This is an optimization exercise on Yosys and OpenROAD, whose aim is small area, not a production implementation. Function was checked by simulation only, so behaviour that the tests miss may differ from the original. Power figures rest on the tool's default switching activity, not on a simulated workload.

$ cat design/flow/design.v
`timescale 1ns / 1ps
module mtm_Alu_deserializer (
    input wire clk,
    input wire rst,
    input wire serial_in,
    input wire ack_in,
    output reg [31:0] data_out_A,
    output reg [31:0] data_out_B,
    output reg ack,
    output reg frame_error,
    output reg crc_error, 
    output reg [2 :0] opcode
    );
  localparam 
       DES_IDLE               = 4'b0000,        
       START_BIT_SAMPLING     = 4'b0001,      
       PACKET_TYPE_SAMPLING   = 4'b0010,     
       DATA_BITS_SAMPLING     = 4'b0011,
       CMD_FIRST_BIT_SAMPLING = 4'b0100,
       CMD_OPCODE_SAMPLING    = 4'b0101,
       CMD_CRC_SAMPLING       = 4'b0110,
       STOP_BIT_SAMPLING      = 4'b0111,        
       LATCH_DATA             = 4'b1000, 
       FRAME_ERROR            = 4'b1001,
       CRC_CALC               = 4'b1010,
       CRC_ERROR              = 4'b1011,
       FRAME_SIZE = 7, 
       A_DATA_LAST = 4,
       B_DATA_LAST = 8,
       CMD_FRAME = 8,
       FRAME_NUMBER = 9,
       OVERSAMPLING_NUMBER = 15,
       DATA_OUT_SIZE = 31,  
       OPCODE_OUT_SIZE = 2,
       CRC_OUT_SIZE = 3;   
    reg[31:0] data_out_A_nxt;
    reg[31:0] data_out_B_nxt;
    reg ack_nxt;
    reg frame_error_nxt;    
    reg [2:0] opcode_nxt;
    reg crc_error_nxt;
    reg [DATA_OUT_SIZE:0] parallel_data_A;
    reg [DATA_OUT_SIZE:0] parallel_data_A_nxt; 
    reg [DATA_OUT_SIZE:0] parallel_data_B;
    reg [DATA_OUT_SIZE:0] parallel_data_B_nxt; 
    reg [CRC_OUT_SIZE:0] parallel_crc;
    reg [CRC_OUT_SIZE:0] parallel_crc_nxt;
    reg [OPCODE_OUT_SIZE:0] parallel_opcode; 
    reg [OPCODE_OUT_SIZE:0] parallel_opcode_nxt;
    reg [3:0] oversample_counter;  
    reg [3:0] oversample_counter_nxt;    
    reg [5:0] bit_counter; 
    reg [5:0] bit_counter_nxt;    
    reg [3:0] frame_counter;
    reg [3:0] frame_counter_nxt;
    reg [3:0]des_state;
    reg [3:0]des_state_nxt; 
    reg [3:0]crc_calc;
    reg [3:0]crc_calc_nxt; 
    always @( posedge clk)                                            
    begin 
        if(rst == 0)                                                                  
        begin
            data_out_A <= 32'b0;
            data_out_B <= 32'b0;
            ack <= 1'b0;       
            opcode <= 3'b0;
            frame_error <= 1'b0;  
            parallel_crc <= 4'b0;
            parallel_opcode <= 3'b0;
            oversample_counter <= 4'b0;           
            des_state <= DES_IDLE;            
            bit_counter <= 6'b0;
            parallel_data_A <= 32'b0;            
            parallel_data_B <= 32'b0;
            frame_counter <= 4'b0;          
            crc_calc <= 4'b0;
            crc_error <= 1'b0;
        end
        else                                                                                 
        begin 
            data_out_A <= data_out_A_nxt;
            data_out_B <= data_out_B_nxt;
            frame_error <=  frame_error_nxt;
            ack <= ack_nxt;
            opcode <= opcode_nxt;
            crc_error <= crc_error_nxt;
            parallel_data_A <= parallel_data_A_nxt;
            parallel_data_B <= parallel_data_B_nxt;
            parallel_crc <= parallel_crc_nxt;
            parallel_opcode <= parallel_opcode_nxt;
            oversample_counter <= oversample_counter_nxt; 
            frame_counter <= frame_counter_nxt;   
            bit_counter <= bit_counter_nxt; 
            crc_calc <= crc_calc_nxt;
            des_state <= des_state_nxt;
        end          
    end    
    always @*                                                                                 
    begin
    case( des_state )                                                                        
        DES_IDLE:                                                                            
        begin 
            data_out_A_nxt = data_out_A;
            data_out_B_nxt = data_out_B;                             
            opcode_nxt = opcode;
            ack_nxt = 1'b0; 
            frame_error_nxt = 1'b0;
            crc_error_nxt = 1'b0;
            parallel_data_A_nxt = parallel_data_A;
            parallel_data_B_nxt = parallel_data_B;
            parallel_crc_nxt = parallel_crc;
            parallel_opcode_nxt = parallel_opcode;
            frame_counter_nxt = frame_counter;
            oversample_counter_nxt = 4'b0;
            bit_counter_nxt = 6'b0; 
            crc_calc_nxt = crc_calc;
            if(( serial_in == 0 ) ) des_state_nxt = START_BIT_SAMPLING;
            else  des_state_nxt = DES_IDLE;
        end
        START_BIT_SAMPLING:                                                               
        begin 
            data_out_A_nxt = data_out_A;
            data_out_B_nxt = data_out_B;                             
            opcode_nxt = opcode;
            ack_nxt = 1'b0; 
            frame_error_nxt = 1'b0;
            crc_error_nxt = 1'b0; 
            parallel_crc_nxt = parallel_crc;
            parallel_opcode_nxt = parallel_opcode;
             crc_calc_nxt = crc_calc;
            if( oversample_counter == OVERSAMPLING_NUMBER/2 )
            begin                  
                if( frame_counter < A_DATA_LAST ) begin
                    parallel_data_A_nxt = parallel_data_A<<1;
                    parallel_data_B_nxt = parallel_data_B;
                end
                else if (frame_counter < B_DATA_LAST)
                begin
                    parallel_data_A_nxt = parallel_data_A;   
                    parallel_data_B_nxt = parallel_data_B<<1;
                end
                else 
                begin
                    parallel_data_A_nxt = parallel_data_A;   
                    parallel_data_B_nxt = parallel_data_B;
                end
                frame_counter_nxt       = frame_counter;
                oversample_counter_nxt  = 4'b0;
                bit_counter_nxt         = 6'b0; 
                des_state_nxt = PACKET_TYPE_SAMPLING;            
            end
            else 
            begin
                parallel_data_A_nxt = parallel_data_A;
                parallel_data_B_nxt = parallel_data_B;
                frame_counter_nxt       = frame_counter;
                oversample_counter_nxt  = oversample_counter+1'b1;
                bit_counter_nxt         = 6'b0; 
                 des_state_nxt = START_BIT_SAMPLING; 
            end       
        end
        PACKET_TYPE_SAMPLING:                                                         
        begin    
            data_out_A_nxt = data_out_A;
            data_out_B_nxt = data_out_B;                             
            opcode_nxt = opcode;
            ack_nxt = 1'b0; 
            frame_error_nxt = 1'b0;
            crc_error_nxt = 1'b0;
            parallel_data_A_nxt = parallel_data_A;
            parallel_data_B_nxt = parallel_data_B;
            parallel_crc_nxt = parallel_crc;
            parallel_opcode_nxt = parallel_opcode;
            crc_calc_nxt = crc_calc;
            if( oversample_counter == OVERSAMPLING_NUMBER )
            begin
                frame_counter_nxt       = frame_counter;
                oversample_counter_nxt  = 4'b0;
                bit_counter_nxt         = 6'b0; 
                if( ( serial_in == 1 ) && ( frame_counter == 8 ) ) 
                    des_state_nxt = CMD_FIRST_BIT_SAMPLING;
                else if( ( serial_in == 0 ) && ( frame_counter < 8 ) )
                    des_state_nxt = DATA_BITS_SAMPLING;     
                else 
                    des_state_nxt = FRAME_ERROR;            
            end
            else 
            begin       
                frame_counter_nxt       = frame_counter;
                oversample_counter_nxt  = oversample_counter+1'b1;
                bit_counter_nxt         = 6'b0; 
                des_state_nxt = PACKET_TYPE_SAMPLING;
            end            
        end
        DATA_BITS_SAMPLING:                                                                             
        begin       
            data_out_A_nxt = data_out_A;
            data_out_B_nxt = data_out_B;                            
            opcode_nxt = opcode;
            ack_nxt = 1'b0; 
            frame_error_nxt = 1'b0; 
            crc_error_nxt = 1'b0;
            parallel_crc_nxt = parallel_crc;
            parallel_opcode_nxt = parallel_opcode;  
             crc_calc_nxt = crc_calc;                                            
            if(( bit_counter == FRAME_SIZE ) && ( oversample_counter == OVERSAMPLING_NUMBER ))
            begin
                parallel_data_A_nxt = parallel_data_A;
                parallel_data_B_nxt = parallel_data_B;
                frame_counter_nxt       = frame_counter;
                oversample_counter_nxt  = 4'b0;
                bit_counter_nxt         = 6'b0; 
                des_state_nxt = STOP_BIT_SAMPLING;
            end            
            else if(oversample_counter == OVERSAMPLING_NUMBER)
            begin       
                if( frame_counter < A_DATA_LAST ) begin
                    parallel_data_A_nxt = parallel_data_A<<1;
                    parallel_data_B_nxt = parallel_data_B;
                end
                else 
                begin
                    parallel_data_A_nxt = parallel_data_A;   
                    parallel_data_B_nxt = parallel_data_B<<1;
                end
                frame_counter_nxt       = frame_counter;
                oversample_counter_nxt  = 4'b0;
                bit_counter_nxt         = bit_counter+1'b1;
                des_state_nxt = DATA_BITS_SAMPLING;              
            end
            else 
            begin  
                if( frame_counter < A_DATA_LAST )
                begin
                    parallel_data_A_nxt = { parallel_data_A[31:1] , serial_in };
                    parallel_data_B_nxt = parallel_data_B;
                end
                else 
                begin
                    parallel_data_A_nxt = parallel_data_A;  
                    parallel_data_B_nxt = { parallel_data_B[31:1] , serial_in };                                             
                end
                frame_counter_nxt       = frame_counter;
                oversample_counter_nxt  = oversample_counter+1'b1;
                bit_counter_nxt         = bit_counter;
                des_state_nxt = DATA_BITS_SAMPLING;                 
            end           
        end
        CMD_FIRST_BIT_SAMPLING:
        begin 
            data_out_A_nxt = data_out_A;
            data_out_B_nxt = data_out_B;                             
            opcode_nxt = opcode;
            ack_nxt = 1'b0; 
            frame_error_nxt = 1'b0;
            crc_error_nxt = 1'b0;
            parallel_data_A_nxt = parallel_data_A;
            parallel_data_B_nxt = parallel_data_B;
            parallel_crc_nxt = parallel_crc;
            parallel_opcode_nxt = parallel_opcode;
             crc_calc_nxt = crc_calc;
            if( oversample_counter == OVERSAMPLING_NUMBER )
            begin           
                frame_counter_nxt       = frame_counter;
                oversample_counter_nxt  = 4'b0;
                bit_counter_nxt         = 6'b0; 
                if( serial_in == 1 ) 
                    des_state_nxt = CMD_OPCODE_SAMPLING;
                else 
                    des_state_nxt = FRAME_ERROR;                
            end
            else 
            begin       
                frame_counter_nxt       = frame_counter;
                oversample_counter_nxt  = oversample_counter+1'b1;
                bit_counter_nxt         = 6'b0; 
                des_state_nxt = CMD_FIRST_BIT_SAMPLING;
            end            
        end
        CMD_OPCODE_SAMPLING:
        begin
            data_out_A_nxt = data_out_A;
            data_out_B_nxt = data_out_B;                             
            opcode_nxt = opcode;
            ack_nxt = 1'b0; 
            frame_error_nxt = 1'b0;
            crc_error_nxt = 1'b0;
            parallel_data_A_nxt = parallel_data_A;
            parallel_data_B_nxt = parallel_data_B;
            parallel_crc_nxt = parallel_crc;
             crc_calc_nxt = crc_calc;
            if(( bit_counter == OPCODE_OUT_SIZE ) && ( oversample_counter == OVERSAMPLING_NUMBER ))
            begin
                parallel_opcode_nxt = parallel_opcode;
                frame_counter_nxt       = frame_counter;
                oversample_counter_nxt  = 4'b0;
                bit_counter_nxt         = 6'b0; 
                des_state_nxt = CMD_CRC_SAMPLING;
            end            
            else if(oversample_counter == OVERSAMPLING_NUMBER)
            begin       
                parallel_opcode_nxt = parallel_opcode << 1;
                frame_counter_nxt       = frame_counter;
                oversample_counter_nxt  = 4'b0;
                bit_counter_nxt         = bit_counter+1'b1;
                des_state_nxt = CMD_OPCODE_SAMPLING;              
            end
            else 
            begin  
                parallel_opcode_nxt = {parallel_opcode[2:1], serial_in};
                frame_counter_nxt       = frame_counter;
                oversample_counter_nxt  = oversample_counter+1'b1;
                bit_counter_nxt         = bit_counter;
                des_state_nxt = CMD_OPCODE_SAMPLING;                 
            end           
        end
        CMD_CRC_SAMPLING:
        begin
            data_out_A_nxt = data_out_A;
            data_out_B_nxt = data_out_B;                             
            opcode_nxt = opcode;
            ack_nxt = 1'b0; 
            frame_error_nxt = 1'b0;
            crc_error_nxt = 1'b0;
            parallel_data_A_nxt = parallel_data_A;
            parallel_data_B_nxt = parallel_data_B;
            parallel_opcode_nxt = parallel_opcode;
             crc_calc_nxt = crc_calc;
            if(( bit_counter == CRC_OUT_SIZE ) && ( oversample_counter == OVERSAMPLING_NUMBER ))
            begin
                parallel_crc_nxt = parallel_crc;
                frame_counter_nxt       = frame_counter;
                oversample_counter_nxt  = 4'b0;
                bit_counter_nxt         = 6'b0; 
                des_state_nxt = STOP_BIT_SAMPLING;
            end            
            else if(oversample_counter == OVERSAMPLING_NUMBER)
            begin       
                parallel_crc_nxt = parallel_crc << 1;
                frame_counter_nxt       = frame_counter;
                oversample_counter_nxt  = 4'b0;
                bit_counter_nxt         = bit_counter+1'b1;
                des_state_nxt = CMD_CRC_SAMPLING;              
            end
            else 
            begin  
                parallel_crc_nxt = {parallel_crc[3:1], serial_in};
                frame_counter_nxt       = frame_counter;
                oversample_counter_nxt  = oversample_counter+1'b1;
                bit_counter_nxt         = bit_counter;
                des_state_nxt = CMD_CRC_SAMPLING;                 
            end           
        end
        STOP_BIT_SAMPLING:
        begin 
            data_out_A_nxt = data_out_A;
            data_out_B_nxt = data_out_B;                             
            opcode_nxt = opcode;
            ack_nxt = 1'b0; 
            frame_error_nxt = 1'b0;
            crc_error_nxt = 1'b0;
            parallel_data_A_nxt = parallel_data_A;
            parallel_data_B_nxt = parallel_data_B;
            parallel_crc_nxt = parallel_crc;
            parallel_opcode_nxt = parallel_opcode;
             crc_calc_nxt = crc_calc;
            if(oversample_counter == OVERSAMPLING_NUMBER)
            begin
                frame_counter_nxt       = frame_counter+1'b1;
                oversample_counter_nxt  = 4'b0;
                bit_counter_nxt         = 6'b0; 
                if( serial_in != 1 )
                    des_state_nxt = FRAME_ERROR;
                if(frame_counter == CMD_FRAME)
                    des_state_nxt = CRC_CALC;
                else
                    des_state_nxt = DES_IDLE;    
            end
            else 
            begin
                frame_counter_nxt       = frame_counter;
                oversample_counter_nxt  = oversample_counter+1'b1;
                bit_counter_nxt         = 6'b0; 
                des_state_nxt = STOP_BIT_SAMPLING;
            end                
        end
        CRC_CALC: 
        begin     
           data_out_A_nxt = data_out_A;
           data_out_B_nxt = data_out_B;                             
           opcode_nxt = opcode;
           ack_nxt = 1'b0; 
           frame_error_nxt = 1'b0;
           crc_error_nxt = 1'b0;
            parallel_data_A_nxt = parallel_data_A;
            parallel_data_B_nxt = parallel_data_B;
            parallel_crc_nxt = parallel_crc;
            parallel_opcode_nxt = parallel_opcode;
             crc_calc_nxt = nextCRC4_D68({parallel_data_A, parallel_data_B, 1'b1, parallel_opcode}, 4'b0000);
            frame_counter_nxt       = 4'b0;
            oversample_counter_nxt  = 4'b0;
            bit_counter_nxt         = 6'b0; 
            des_state_nxt = LATCH_DATA;
        end      
        LATCH_DATA: 
        begin     
            data_out_A_nxt = parallel_data_A;
            data_out_B_nxt = parallel_data_B;                             
            opcode_nxt = parallel_opcode;
            ack_nxt = 1'b1; 
            frame_error_nxt = 1'b0;
            crc_error_nxt = 1'b0;
            parallel_data_A_nxt = parallel_data_A;
            parallel_data_B_nxt = parallel_data_B;
            parallel_crc_nxt = parallel_crc;
            parallel_opcode_nxt = parallel_opcode;
             crc_calc_nxt = crc_calc;
            frame_counter_nxt       = 4'b0;
            oversample_counter_nxt  = 4'b0;
            bit_counter_nxt         = 6'b0; 
            if(crc_calc != parallel_crc) des_state_nxt =CRC_ERROR;
            else if( ack_in == 1'b1 )des_state_nxt = DES_IDLE;
            else des_state_nxt = LATCH_DATA;
        end        
        FRAME_ERROR: 
        begin     
            data_out_A_nxt = data_out_A;
            data_out_B_nxt = data_out_B;                            
            opcode_nxt = parallel_opcode;
            ack_nxt = 1'b0; 
            frame_error_nxt = 1'b1;
            crc_error_nxt = 1'b0;
            parallel_data_A_nxt = parallel_data_A;
            parallel_data_B_nxt = parallel_data_B;
            parallel_crc_nxt = parallel_crc;
            parallel_opcode_nxt = parallel_opcode;
            crc_calc_nxt = crc_calc;
            frame_counter_nxt       = 4'b0;
            oversample_counter_nxt  = 4'b0;
            bit_counter_nxt         = 6'b0; 
            des_state_nxt = FRAME_ERROR;
        end   
        CRC_ERROR: 
        begin     
            data_out_A_nxt = data_out_A;
            data_out_B_nxt = data_out_B;                            
            opcode_nxt = parallel_opcode;
            ack_nxt = 1'b0; 
            frame_error_nxt = 1'b0;
            crc_error_nxt = 1'b1;
            parallel_data_A_nxt = parallel_data_A;
            parallel_data_B_nxt = parallel_data_B;
            parallel_crc_nxt = parallel_crc;
            parallel_opcode_nxt = parallel_opcode;
            frame_counter_nxt       = 4'b0;
            oversample_counter_nxt  = 4'b0;
            bit_counter_nxt         = 6'b0; 
            des_state_nxt = CRC_ERROR;
            crc_calc_nxt = crc_calc;
        end   
        default: 
        begin     
            data_out_A_nxt = 0;
            data_out_B_nxt = 0;                            
            opcode_nxt = 3'b0;
            ack_nxt = 1'b0; 
            frame_error_nxt = 1'b0;
            crc_error_nxt = 1'b0;
            parallel_data_A_nxt = 0;
            parallel_data_B_nxt = 0;
            parallel_crc_nxt = 4'b0;
            parallel_opcode_nxt = 3'b0;
            frame_counter_nxt       = 4'b0;
            oversample_counter_nxt  = 4'b0;
            bit_counter_nxt         = 6'b0; 
            des_state_nxt = DES_IDLE;
            crc_calc_nxt = 4'b0;
        end   
    endcase
    end
    function [3:0] nextCRC4_D68;
      input [67:0] Data;
      input [3:0] crc;
      reg [67:0] d;
      reg [3:0] c;
      reg [3:0] newcrc;
    begin
      d = Data;
      c = crc;
      newcrc[0] = d[66] ^ d[64] ^ d[63] ^ d[60] ^ d[56] ^ d[55] ^ d[54] ^ d[53] ^ d[51] ^ d[49] ^ d[48] ^ d[45] ^ d[41] ^ d[40] ^ d[39] ^ d[38] ^ d[36] ^ d[34] ^ d[33] ^ d[30] ^ d[26] ^ d[25] ^ d[24] ^ d[23] ^ d[21] ^ d[19] ^ d[18] ^ d[15] ^ d[11] ^ d[10] ^ d[9] ^ d[8] ^ d[6] ^ d[4] ^ d[3] ^ d[0] ^ c[0] ^ c[2];
      newcrc[1] = d[67] ^ d[66] ^ d[65] ^ d[63] ^ d[61] ^ d[60] ^ d[57] ^ d[53] ^ d[52] ^ d[51] ^ d[50] ^ d[48] ^ d[46] ^ d[45] ^ d[42] ^ d[38] ^ d[37] ^ d[36] ^ d[35] ^ d[33] ^ d[31] ^ d[30] ^ d[27] ^ d[23] ^ d[22] ^ d[21] ^ d[20] ^ d[18] ^ d[16] ^ d[15] ^ d[12] ^ d[8] ^ d[7] ^ d[6] ^ d[5] ^ d[3] ^ d[1] ^ d[0] ^ c[1] ^ c[2] ^ c[3];
      newcrc[2] = d[67] ^ d[66] ^ d[64] ^ d[62] ^ d[61] ^ d[58] ^ d[54] ^ d[53] ^ d[52] ^ d[51] ^ d[49] ^ d[47] ^ d[46] ^ d[43] ^ d[39] ^ d[38] ^ d[37] ^ d[36] ^ d[34] ^ d[32] ^ d[31] ^ d[28] ^ d[24] ^ d[23] ^ d[22] ^ d[21] ^ d[19] ^ d[17] ^ d[16] ^ d[13] ^ d[9] ^ d[8] ^ d[7] ^ d[6] ^ d[4] ^ d[2] ^ d[1] ^ c[0] ^ c[2] ^ c[3];
      newcrc[3] = d[67] ^ d[65] ^ d[63] ^ d[62] ^ d[59] ^ d[55] ^ d[54] ^ d[53] ^ d[52] ^ d[50] ^ d[48] ^ d[47] ^ d[44] ^ d[40] ^ d[39] ^ d[38] ^ d[37] ^ d[35] ^ d[33] ^ d[32] ^ d[29] ^ d[25] ^ d[24] ^ d[23] ^ d[22] ^ d[20] ^ d[18] ^ d[17] ^ d[14] ^ d[10] ^ d[9] ^ d[8] ^ d[7] ^ d[5] ^ d[3] ^ d[2] ^ c[1] ^ c[3];
      nextCRC4_D68 = newcrc;
    end
    endfunction
endmodule
`timescale 1ns / 1ps
module  mtm_Alu_core(
        input wire clk,
        input wire rst,
        input wire req,
        input wire ack_in,
        output reg ack, 
        input  wire [31:0] a,
        input  wire [31:0] b,
        input  wire [2:0]  ALUControl,
        output reg  [31:0] Result,
        output reg         OP_Err,
        output reg [3:0]  ALUFlags,
        output reg [2:0]crc_out,
        output reg des_ack
        );
        localparam 
            IDLE = 3'b000,
            PROCESSING = 3'b001,
            CRC = 3'b010,
            FINISH = 3'b011,
            OP_ERR = 3'b101;
      reg [2:0]alu_state;
      reg [2:0]alu_state_nxt;
      reg  [31:0] Result_nxt;
      reg         OP_Err_nxt;
      reg [3:0]  ALUFlags_nxt;
      wire [32:0]   sum_nxt;
      reg [2:0]crc_out_nxt;
      reg ack_nxt;
       reg des_ack_nxt;
        wire  neg, zero, carry, overflow;
        wire [31:0] condinvb;
        wire [32:0]   sum;
        assign condinvb = ALUControl[0] ? ~b : b;
        assign sum      = {1'b0,a} + ({1'b0,condinvb} + {30'b0,ALUControl[0]});
        always @(posedge clk) begin
            if(rst==0) begin    
                alu_state <= IDLE;
                Result <= 0;
                ALUFlags <= 4'b0;
                OP_Err <= 1'b0;  
                ack <= 1'b0;           
                crc_out <= 3'b0;      
                des_ack <= 1'b0;
            end
            else begin
                alu_state <= alu_state_nxt;
                Result <= Result_nxt;
                ALUFlags <= ALUFlags_nxt;
                OP_Err <= OP_Err_nxt; 
                ack <= ack_nxt;    
                crc_out <= crc_out_nxt;    
                des_ack <= des_ack_nxt; 
            end
        end
        always @*
            case(alu_state) 
            IDLE:
            begin
                crc_out_nxt = crc_out; 
                Result_nxt = Result;
                OP_Err_nxt = OP_Err;
                ALUFlags_nxt = ALUFlags;
                des_ack_nxt <= 1'b0;
                ack_nxt = 1'b0;
                if(req == 1) alu_state_nxt = PROCESSING;               
                else alu_state_nxt = IDLE;
            end
            PROCESSING:
            begin
                des_ack_nxt <= 1'b1;
                ALUFlags_nxt ={neg, zero, carry, overflow};
                ack_nxt = 1'b0;    
                crc_out_nxt = crc_out; 
                casex (ALUControl[2:0])
                    3'b000: begin
                                Result_nxt = a & b;   
                                OP_Err_nxt = 1'b0;        
                                alu_state_nxt = CRC; 
                            end
                    3'b001: begin
                                Result_nxt = a | b;
                                OP_Err_nxt = 1'b0;
                                alu_state_nxt = CRC;
                            end
                    3'b10?: begin
                                Result_nxt = sum[31:0];
                                OP_Err_nxt = 1'b0;
                                alu_state_nxt = CRC;
                            end
                    default: begin 
                            Result_nxt = 0;
                            OP_Err_nxt = 1'b1;
                            alu_state_nxt = OP_ERR;
                        end
                endcase
              end
              CRC: 
              begin
                des_ack_nxt <= 1'b1;
                ALUFlags_nxt = ALUFlags;
                crc_out_nxt = nextCRC3_D37({Result, 1'b1, ALUFlags}, 3'b000); 
                Result_nxt = Result;
                OP_Err_nxt = OP_Err;
                ack_nxt = 1'b0;
                alu_state_nxt = FINISH;               
              end
              FINISH: 
              begin
                des_ack_nxt <= 1'b1;
                ALUFlags_nxt = ALUFlags;
                crc_out_nxt = crc_out; 
                Result_nxt = Result;
                OP_Err_nxt = OP_Err;
                ack_nxt = 1'b1;
                if(ack_in==1)alu_state_nxt = IDLE;   
                else alu_state_nxt = FINISH;             
              end
              OP_ERR: 
              begin
                des_ack_nxt <= 1'b0;
                ALUFlags_nxt = ALUFlags;
                crc_out_nxt = crc_out; 
                Result_nxt = Result;
                OP_Err_nxt = OP_Err;
                ack_nxt = 1'b0;
                alu_state_nxt = IDLE;              
              end
              default: 
              begin
               des_ack_nxt <= 1'b0;
                  crc_out_nxt = crc_out; 
                  Result_nxt = Result;
                  OP_Err_nxt = OP_Err;
                  ALUFlags_nxt = ALUFlags;
                  ack_nxt = 1'b0;
                  alu_state_nxt = IDLE;
              end
        endcase
    assign neg      = Result_nxt[31];
    assign zero     = (Result_nxt == {32{1'b0}});
    assign carry    = ( sum[32]&&((ALUControl == 3'b100))||(((ALUControl == 3'b101) && (b>a))) );
    assign overflow = sum[31]&&((ALUControl == 3'b100)&(!a[31]&!b[31]) )||!sum[31]&&(((ALUControl == 3'b101) & (a[31]&!b[31])));
      function [2:0] nextCRC3_D37;
        input [36:0] Data;
        input [2:0] crc;
        reg [36:0] d;
        reg [2:0] c;
        reg [2:0] newcrc;
      begin
        d = Data;
        c = crc;
        newcrc[0] = d[35] ^ d[32] ^ d[31] ^ d[30] ^ d[28] ^ d[25] ^ d[24] ^ d[23] ^ d[21] ^ d[18] ^ d[17] ^ d[16] ^ d[14] ^ d[11] ^ d[10] ^ d[9] ^ d[7] ^ d[4] ^ d[3] ^ d[2] ^ d[0] ^ c[1];
        newcrc[1] = d[36] ^ d[35] ^ d[33] ^ d[30] ^ d[29] ^ d[28] ^ d[26] ^ d[23] ^ d[22] ^ d[21] ^ d[19] ^ d[16] ^ d[15] ^ d[14] ^ d[12] ^ d[9] ^ d[8] ^ d[7] ^ d[5] ^ d[2] ^ d[1] ^ d[0] ^ c[1] ^ c[2];
        newcrc[2] = d[36] ^ d[34] ^ d[31] ^ d[30] ^ d[29] ^ d[27] ^ d[24] ^ d[23] ^ d[22] ^ d[20] ^ d[17] ^ d[16] ^ d[15] ^ d[13] ^ d[10] ^ d[9] ^ d[8] ^ d[6] ^ d[3] ^ d[2] ^ d[1] ^ c[0] ^ c[2];
        nextCRC3_D37 = newcrc;
      end
      endfunction
    endmodule
`timescale 1ns / 1ps
module mtm_Alu_serializer(
    input wire clk,
    input wire rst,
    input wire req,
    input wire [31:0]data_in,
    input wire [2:0]crc_in,
    input wire [3:0]alu_flags_in,
    input wire data_err_in,
    input wire crc_err_in,
    input wire op_err_in,
    output reg serial_out,
    output reg ack
    );
    reg serial_out_nxt;
    reg ack_nxt;
    reg [3:0] state;
    reg [3:0] state_nxt;
    reg [4:0] bit_counter;
    reg [4:0] bit_counter_nxt;
    reg [4:0] frame_counter;
    reg [4:0] frame_counter_nxt;
    reg [31:0]internal_data;
    reg [2:0]internal_crc;
    reg [3:0]internal_alu_flags;
    reg [31:0]internal_data_nxt;
    reg [2:0]internal_crc_nxt;
    reg [3:0]internal_alu_flags_nxt;
    reg [5:0] internal_errors;
    reg [5:0] internal_errors_nxt;
    reg [3:0] pclk_ctr;
    reg prst;
    localparam 
        IDLE = 4'b0000,
        LATCH_DATA = 4'b0001,
        START_SENDING = 4'b0010,
        CTL_BIT_SENDING = 4'b0011,
        DATA_BIT_SENDING = 4'b0100,
        DATA_BITS_SENDING = 4'b0101,
        CTL_FIRST_BIT_SENDING = 4'b0110,
        FLAGS_SENDING = 4'b0111,
        CRC_SENDING = 4'b1000,
        ERR_FLAGS_SENDING = 4'b1001,
        PARITY_SENDING = 4'b1010,
        STOP_SENDING = 4'b1011,
        ERROR_STOP = 4'b1100;   
always @(posedge clk ) begin
    if( rst == 0) begin 
        serial_out             <= 1'b1;
        ack                    <= 1'b1;
        state                  <= IDLE;
        bit_counter            <= 5'b0;
        frame_counter          <= 5'b0;
        internal_data          <= 32'b0;
        internal_crc           <= 3'b0;
        internal_alu_flags     <= 4'b0;
        internal_errors        <= 6'b0;
        pclk_ctr <= 4'b0;
    end 
    else begin
        serial_out             <= serial_out_nxt;
        ack                    <= ack_nxt;
        state                  <= state_nxt;
        bit_counter            <= bit_counter_nxt;
        frame_counter          <= frame_counter_nxt;
        internal_data          <= internal_data_nxt;
        internal_crc           <= internal_crc_nxt;
        internal_alu_flags     <= internal_alu_flags_nxt;
        internal_errors        <= internal_errors_nxt;
        pclk_ctr <= pclk_ctr +1'b1;
    end
end
always @* begin
if( pclk_ctr == 0 ) begin
    case( state ) 
        IDLE:  
        begin
            serial_out_nxt = 1'b1;
            ack_nxt = 1'b1;
            bit_counter_nxt = 5'b0;
            frame_counter_nxt = 5'b0;
            internal_data_nxt = internal_data;
            internal_crc_nxt = internal_crc;
            internal_alu_flags_nxt = internal_alu_flags;
            internal_errors_nxt = 6'b0;
            if((req == 1)||(crc_err_in|op_err_in|data_err_in)) state_nxt = LATCH_DATA;
            else state_nxt = IDLE;            
         end
         LATCH_DATA:
         begin
             serial_out_nxt = 1'b1;
             ack_nxt = 1'b1;
             bit_counter_nxt = 5'b0;
             frame_counter_nxt = 5'b0;
             internal_data_nxt = data_in;
             internal_crc_nxt = crc_in;
             internal_alu_flags_nxt = alu_flags_in;
             internal_errors_nxt = {crc_err_in,op_err_in,data_err_in, crc_err_in,op_err_in,data_err_in};
             state_nxt = START_SENDING;            
          end
          START_SENDING:
          begin
              serial_out_nxt = 1'b0;
              ack_nxt = 1'b0;
              bit_counter_nxt =   5'b0;
              frame_counter_nxt = frame_counter;
              internal_data_nxt = internal_data;
              internal_crc_nxt = internal_crc;
              internal_alu_flags_nxt = internal_alu_flags;
              internal_errors_nxt = internal_errors;
              if((frame_counter < 4 )&&(internal_errors == 0) )state_nxt = DATA_BIT_SENDING;
              else state_nxt = CTL_BIT_SENDING;
           end
           DATA_BIT_SENDING:
           begin
               serial_out_nxt = 1'b0;
               ack_nxt = 1'b0;
               bit_counter_nxt = 5'b0;
               frame_counter_nxt = frame_counter;
               internal_data_nxt = internal_data;
               internal_crc_nxt = internal_crc;
               internal_alu_flags_nxt = internal_alu_flags;
               internal_errors_nxt = internal_errors;
               state_nxt = DATA_BITS_SENDING;            
            end
           DATA_BITS_SENDING:
           begin
               serial_out_nxt = internal_data[31];
               ack_nxt = 1'b0;
               bit_counter_nxt = bit_counter + 1'b1;
               frame_counter_nxt = frame_counter;
               internal_data_nxt = internal_data<<1;
               internal_crc_nxt = internal_crc;
               internal_alu_flags_nxt = internal_alu_flags;
                internal_errors_nxt = internal_errors;
               if(bit_counter == 7) state_nxt = STOP_SENDING;
               else state_nxt = DATA_BITS_SENDING;            
            end
            STOP_SENDING:
            begin
                serial_out_nxt = 1'b1;
                ack_nxt = 1'b0;
                bit_counter_nxt = 5'b0;
                frame_counter_nxt = frame_counter+1'b1;
                internal_data_nxt = internal_data;
                internal_crc_nxt = internal_crc;
                internal_alu_flags_nxt = internal_alu_flags;
                 internal_errors_nxt = internal_errors;
                if(frame_counter < 4) state_nxt = START_SENDING;  
                else state_nxt = IDLE;
             end    
             CTL_BIT_SENDING:
             begin
                 serial_out_nxt = 1'b1;
                 ack_nxt = 1'b0;
                 bit_counter_nxt = 5'b0;
                 frame_counter_nxt = frame_counter;
                 internal_data_nxt = internal_data;
                 internal_crc_nxt = internal_crc;
                 internal_alu_flags_nxt = internal_alu_flags;
                 internal_errors_nxt = internal_errors;
                 state_nxt = CTL_FIRST_BIT_SENDING;            
              end 
              CTL_FIRST_BIT_SENDING:
              begin
                  serial_out_nxt = 1'b1;
                  ack_nxt = 1'b0;
                  bit_counter_nxt = 5'b0;
                  frame_counter_nxt = frame_counter;
                  internal_data_nxt = internal_data;
                  internal_crc_nxt = internal_crc;
                  internal_alu_flags_nxt = internal_alu_flags;
                  internal_errors_nxt = internal_errors;
                  if(internal_errors!=0) state_nxt = ERR_FLAGS_SENDING;
                  else state_nxt = FLAGS_SENDING;            
               end 
              FLAGS_SENDING:
              begin
                serial_out_nxt = internal_alu_flags[3];
                ack_nxt = 1'b0;
                bit_counter_nxt = bit_counter + 1'b1;
                frame_counter_nxt = frame_counter;
                internal_data_nxt = internal_data;
                internal_crc_nxt = internal_crc;
                internal_alu_flags_nxt = internal_alu_flags<<1;
                internal_errors_nxt = internal_errors;
                if(bit_counter == 3) state_nxt = CRC_SENDING;
                else state_nxt = FLAGS_SENDING;            
              end 
              CRC_SENDING:
              begin
                serial_out_nxt = internal_crc[2];
                ack_nxt = 1'b0;
                bit_counter_nxt = bit_counter + 1'b1;
                frame_counter_nxt = frame_counter;
                internal_data_nxt = internal_data;
                internal_crc_nxt = internal_crc<<1;
                internal_alu_flags_nxt = internal_alu_flags;
                internal_errors_nxt = internal_errors;
                if(bit_counter == 6) state_nxt = STOP_SENDING;
                else state_nxt = CRC_SENDING;            
              end 
              ERR_FLAGS_SENDING:
              begin
                serial_out_nxt = internal_errors[5];
                ack_nxt = 1'b0;
                bit_counter_nxt = bit_counter + 1'b1;
                frame_counter_nxt = frame_counter;
                internal_data_nxt = internal_data;
                internal_crc_nxt = internal_crc;
                internal_alu_flags_nxt = internal_alu_flags;
                internal_errors_nxt = internal_errors<<1;
                if(bit_counter == 5) state_nxt = PARITY_SENDING;
                else state_nxt = ERR_FLAGS_SENDING;            
              end 
              PARITY_SENDING:
              begin
                  serial_out_nxt = (^internal_errors)^1'b1;
                  ack_nxt = 1'b0;
                  bit_counter_nxt = 5'b0;
                  frame_counter_nxt = frame_counter;
                  internal_data_nxt = internal_data;
                  internal_crc_nxt = internal_crc;
                  internal_alu_flags_nxt = internal_alu_flags;
                  internal_errors_nxt = internal_errors;
               state_nxt = ERROR_STOP;            
               end
               ERROR_STOP:
               begin
                   serial_out_nxt = 1'b1;
                   ack_nxt = 1'b0;
                   bit_counter_nxt = 5'b0;
                   frame_counter_nxt = frame_counter;
                   internal_data_nxt = internal_data;
                   internal_crc_nxt = internal_crc;
                   internal_alu_flags_nxt = internal_alu_flags;
                   internal_errors_nxt = internal_errors;
                   state_nxt = ERROR_STOP;            
                end
                default:  
                begin
                    serial_out_nxt = 1'b1;
                    ack_nxt = 1'b1;
                    bit_counter_nxt = 5'b0;
                    frame_counter_nxt = 5'b0;
                    internal_data_nxt = internal_data;
                    internal_crc_nxt = internal_crc;
                    internal_alu_flags_nxt = internal_alu_flags;
                    internal_errors_nxt = 6'b0;
                    state_nxt = IDLE;            
                 end
    endcase
end    
 else begin
     serial_out_nxt = serial_out;
     ack_nxt = ack;
     bit_counter_nxt = bit_counter;
     frame_counter_nxt = frame_counter;
     internal_data_nxt = internal_data;
     internal_crc_nxt = internal_crc;
     internal_alu_flags_nxt = internal_alu_flags;
     internal_errors_nxt = internal_errors;
     state_nxt = state;            
 end 
end
endmodule
`timescale 1ns / 1ps
module mtm_Alu(
    input clk,
    input rst_n,
    input sin,
    output sout
    );
    wire [31:0]data_A;
    wire [31:0]data_B;
    wire [2:0]opcode;
    wire ack_des;
    wire ack_ser;
    wire data_error;
    wire crc_error;
    wire ack_alu;
    wire [31:0]result;
    wire op_err;
    wire [2:0]crc_out;
    wire [3:0]flags_out;
    wire des_ack;
    mtm_Alu_deserializer u_mtm_Alu_deserializer(
        .clk(clk),
        .rst(rst_n),
        .serial_in(sin),
        .data_out_A(data_A),
        .data_out_B(data_B),
        .ack(ack_des),
        .frame_error(data_error),
        .crc_error(crc_error), 
        .opcode(opcode),
        .ack_in(des_ack)
    );
    mtm_Alu_core u_mtm_Alu_core(
            .clk(clk),
            .rst(rst_n),
            .req(ack_des),
            .ack_in(!ack_ser),
            .ack(ack_alu), 
            .a(data_A),
            .b(data_B),
            .ALUControl(opcode),
            .Result(result),
            .OP_Err(op_err),
            .ALUFlags(flags_out),
            .crc_out(crc_out),
            .des_ack(des_ack)
            );
   mtm_Alu_serializer u_mtm_Alu_serializer(
        .clk(clk),
        .rst(rst_n),
        .req(ack_alu),
        .data_in(result),
        .crc_in(crc_out),
        .alu_flags_in(flags_out),
        .data_err_in(data_error),
        .crc_err_in(crc_error),
        .op_err_in(op_err),
        .serial_out(sout),
        .ack(ack_ser)
    );
endmodule
$ cat design/flow/run.sh
#!/bin/bash
# synth_recipe.tcl (not shown) runs the flow's synth.tcl, then flattens the netlist and writes it again
# the make line also repeats each setting of config.mk as NAME=value (left out here)
make -C /OpenROAD-flow-scripts/flow DESIGN_CONFIG=/design/flow/config.mk WORK_HOME=/design/flow/orfs CLKGATE_MAP_FILE= SYNTH_SCRIPT=/design/flow/synth_recipe.tcl finish
$ cat design/flow/constraint.sdc
create_clock -name core_clock -period 10.0 [get_ports {clk}]
set_input_delay 2.0000 -clock core_clock [delete_from_list [all_inputs] [get_ports {clk}]]
set_output_delay 2.0000 -clock core_clock [all_outputs]
set_load 0.01 [all_outputs]
$ cat design/flow/config.mk
export PLATFORM = sky130hd
export DESIGN_NAME = mtm_Alu
export DESIGN_NICKNAME = mtm_Alu
export VERILOG_FILES = /design/flow/design.v
export SDC_FILE = /design/flow/constraint.sdc
export NUM_CORES = 4
export LEC_CHECK = 0
export CAP_MARGIN = 20
export CORE_MARGIN = 2
export CORE_UTILIZATION = 40
export SLEW_MARGIN = 20
==> results.txt <==
==> worst max-delay path: cells and delay by family (launching register included) <==
family / cells / cell delay (ns)
XOR/XNOR: 1 / 0.15
multiplexers: 1 / 0.35
flip-flops: 1 / 0.38
AND/OR/NAND/NOR: 2 / 0.38
AO/OA/AOI/OAI: 7 / 2.27
buffers and inverters: 2 / 0.81
adder cells (fa/ha/maj): 1 / 0.41
==> cell type report <==
| class | count | share of cell area |
|---|---|---|
| timing repair buffer | 22 | 0.00962 |
| inverter | 116 | 0.0244 |
| tap | 532 | 0.0371 |
| clock buffer | 39 | 0.0466 |
| clock inverter | 14 | 0.0114 |
| sequential | 273 | 0.305 |
| multi-input combinational | 1567 | 0.566 |
==> through the flow <==
| stage | area (um2) | utilization | hold WS, ns | total power, uW | cells |
|---|---|---|---|---|---|
| 2_1_floorplan | 16500 | - | 0.418 | 1170 | 2078 |
| 5_1_grt | 17900 | 0.440 | 0.488 | 2420 | 2563 |
| 6_report | 17900 | 0.440 | 0.451 | 2330 | 2563 |
| 4_1_cts | 17900 | 0.440 | 0.459 | 2350 | 2563 |
| 3_3_place_gp | 16900 | 0.415 | 0.434 | 1190 | 2510 |
| 3_5_place_dp | 16900 | 0.415 | 0.443 | 1190 | 2510 |
==> report_power, final <==
part | leakage, uW | switching, uW | total, uW | internal, uW
Sequential | 0.00220 | 6.89 | 1100 | 1090
Combinational | 0.00386 | 47.1 | 66.2 | 19.1
Clock | 0.000508 | 449 | 1160 | 714
==> cells in the mapped netlist, drive strengths merged, types with 10 or more instances <==
master  count  area (um2)
and2       16         100
xnor2     114         998
nand2b     25         156
and3       10        62.6
ha        142        1780
nand4      24         150
nor4       10        62.6
o21ai      54         285
nor3       25         130
nor2      265         995
o31ai      10        75.1
dfxtp     273        5470
a222oi     10         100
o21bai     10        75.1
nand2     233         877
a31oi      13        81.3
xor2       74         656
mux2i      24         240
a211oi     50         388
a22oi      58         435
inv       116         435
a21oi     214        1070
nand3      57         285
buf        18        87.6
clkbuf    104         392
==> layer usage <==
layer | track usage | vias to the layer above
met5 | 0 | -
met1 | 0.285 | 6565
li1 | - | 7046
met3 | 0.0183 | 51
met4 | 0.0409 | 0
met2 | 0.311 | 306
==> logic make-up (layout without fill, tap and decap cells) <==
group                    after synthesis  after routing  share of synthesized area
AO/OA/AOI/OAI                        502            502                      0.197
XOR/XNOR                             189            189                      0.102
adder cells (fa/ha/maj)              143            143                      0.109
buffers and inverters                238            191                     0.0555
flip-flops                           273            273                      0.331
multiplexers                          26             26                     0.0162
AND/OR/NAND/NOR                      707            707                      0.189
==> flip-flops by register name (all words and copies together), names as in the netlist, 5 cells and up <==
name and flops:
u_mtm_Alu_serializer.internal_data 32, u_mtm_Alu_serializer.internal_errors 6, u_mtm_Alu_deserializer.data_out_B 32, u_mtm_Alu_deserializer.bit_counter 6
u_mtm_Alu_deserializer.data_out_A 32, u_mtm_Alu_deserializer.parallel_data_B 32, u_mtm_Alu_serializer.frame_counter 5, u_mtm_Alu_deserializer.parallel_data_A 32
u_mtm_Alu_core.Result 32, u_mtm_Alu_serializer.bit_counter 5
==> worst max-delay path by stage <==
stage	startpoint	end	depth (start not counted)
after floorplan	u_mtm_Alu_deserializer.opcode[0]$_SDFFE_PN0N_	u_mtm_Alu_core.ALUFlags[2]$_SDFFE_PN0N_	18
after global placement	rst_n	u_mtm_Alu_core.ALUFlags[2]$_SDFFE_PN0N_	9
after detailed placement	rst_n	u_mtm_Alu_core.ALUFlags[2]$_SDFFE_PN0N_	9
after CTS	u_mtm_Alu_deserializer.opcode[0]$_SDFFE_PN0N_	u_mtm_Alu_core.ALUFlags[2]$_SDFFE_PN0N_	14
after global routing	u_mtm_Alu_deserializer.opcode[0]$_SDFFE_PN0N_	u_mtm_Alu_core.ALUFlags[2]$_SDFFE_PN0N_	14
final	u_mtm_Alu_deserializer.opcode[0]$_SDFFE_PN0N_	u_mtm_Alu_core.ALUFlags[2]$_SDFFE_PN0N_	14
==> run_results.csv <==
group,metric,value,unit
clock_tree,root_buffer,"clkbuf_16",
status,status,"complete, no violations",
timing,clock.fmax,205,MHz
clock_tree,cts_inserted_buffers,30,
clock_tree,cts_setup_buffers,0,
timing,rsz0062_at_grt,"false",
placed_design,place.gp.congestion,0.887,
setup_path,end_kind,"flop",
yosys,avgSynthCellArea,7.93,um2
timing,layout_setup_ws,5.13,ns
min_path,hp-class,"reg -> reg",
power,powerDensity,130,mW/mm2
die,rows,74,
route,ant_nets,0,
min_path,holdCritStartpoint,"u_mtm_Alu_deserializer.oversample_counter[0]$_SDFF_PN0_",
final_layout,final_cell_mix,"272 x dfxtp_1, 264 x nor2_1, 232 x nand2_1",
setup_path,cp_max_fo,80,
global_routing,gr-usage-all-layers,0.195,
timing,fin_crit_sh,0.487,
yosys,ys_types,84,
timing,final_max_slew_viol_count,0,
clock_tree,clockBufferDepth,3,
yosys,yosysSeqAreaShare,0.331,
final_layout,layout_commonest_cell,"dfxtp_1",
timing,period_needed,4.87,ns
yosys,syn-num-nets,2224,
timing,hold_viol,0,
placed_design,hpwlAfterDp,31.2,mm
setup_path,reg2reg_from,"u_mtm_Alu_deserializer.opcode[0]$_SDFFE_PN0N_",
route,num_vias,13968,
power,p_leak,0.00657,uW
yosys,ys.flop_type,"dfxtp_1",
min_path,holdPathEnd,"u_mtm_Alu_deserializer.oversample_counter[0]$_SDFF_PN0_",
setup_path,cp_slowest_cell,"a41oi_1",
yosys,synth_seq_cells,273,
die,die-area,0.0429,mm2
final_layout,multi_input_area,0.0102,mm2
setup_path,worstPathRequired,10.46,ns
setup_path,ff2ff_setup_slack,5.13,ns
power,ir_drop,0.122,mV
clock_tree,insertion_delay,0.55,ns
timing,fin_skew,0.0128,ns
yosys,synth_edf_count,0,
setup_path,slowest_delay,0.76,ns
setup_path,crit_chain,"buf_4 > mux2_4 > inv_1 > fa_1 > nor2b_1 > o2111ai_1 > a41oi_1 > a21oi_2 > o21ai_1 > a21boi_0 > xnor2_1 > a222oi_1 > nand4_1 > o31ai_1",
global_routing,antenna_found_initial,0,
route,drt_pass1_iterations,5,
yosys,synth_warnings,3,
route,route.met2.wl,19.3,mm
placed_design,pre_cts_slack,4.72,ns
final_layout,drive_above_1_share,0.0517,
placed_design,port_buffers,3,
route,drc,0,
clock_tree,clkTransAtPathRegs,0.06,ns
global_routing,grt_pass1_vias,12910,
clock_tree,cts_num_sinks,273,
global_routing,grt_overflow_total,0,
route,drt_first_iter_violations,986,
min_path,holdPathStages,1,
route,wl_met1,21.1,mm
setup_path,reg2reg_depth,14,
route,dr_wl_met3,1.64,mm
clock_tree,cts_hold_buf,0,
final_layout,seqCellArea,0.00547,mm2
die,initial_utilization,0.405,
clock_tree,cts_tree,"yes",
route,dr.max_layer_used,"met4",
die,die_h,207,um
final_layout,nNetsFinal,2156,
route,viasPerCell,5.45,
route,finalWirelength,42.8,mm
yosys,synth_area,0.0165,mm2
timing,worst_pin_slew,1.02,ns
clock_tree,cts-resized-gates,0,
final_layout,n_fill_cell,4053,
setup_path,startpoint_type,"flop",
run,drv_cap,0,
yosys,synth_cells,2078,
timing,relSlewSlack,0.322,
die,die_width,207,um
clock_tree,h-tree-depth,1,
final_layout,n_antenna_cell,0,
final_layout,syn2layout_area_growth,8.82,%
route,wire_per_inst,16.7,um
setup_path,reg2reg_to,"u_mtm_Alu_core.ALUFlags[2]$_SDFFE_PN0N_",
global_routing,grt_pass1_wl,69.8,mm
setup_path,arrival,5.33,ns
setup_path,crit_type,"reg -> reg",
global_routing,grt_max_degree,87,
yosys,async_reset_ff_frac,0,
timing,setup_viol_count_final,0,
die,core_area,0.0407,mm2
die,ios,4,
timing,timing.setup.tns,0,ns

==> separate check: timing with driven ports <==
The flow's constraints put no driver on any port. The routed layout listed below was extracted and timed again, unchanged, in two steps. Step 1 (the two cells are an assumption about what drives the block):
set clk [get_ports {clk}]
set_driving_cell -lib_cell sky130_fd_sc_hd__clkbuf_16 $clk
set_driving_cell -lib_cell sky130_fd_sc_hd__buf_2 [delete_from_list [all_inputs] $clk]
Step 2 moves the port delays by t, midway between the first and last clock arrival at a register: inputs arrive t later, outputs are due t later. That takes back most of the time a late clock gives input paths. Three values: no drivers, after step 1, after step 2; two values: the first two.
shift t [ns]: 0.595
slack for setup (ns): 5.130 / 5.130 / 4.750
worst register clock-pin slew, ns: 0.06 / 0.06
After both steps this run still meets setup and hold. For this run, drivers alone change the setup slack by 0.000 ns; drivers and shift together by -0.380 ns.
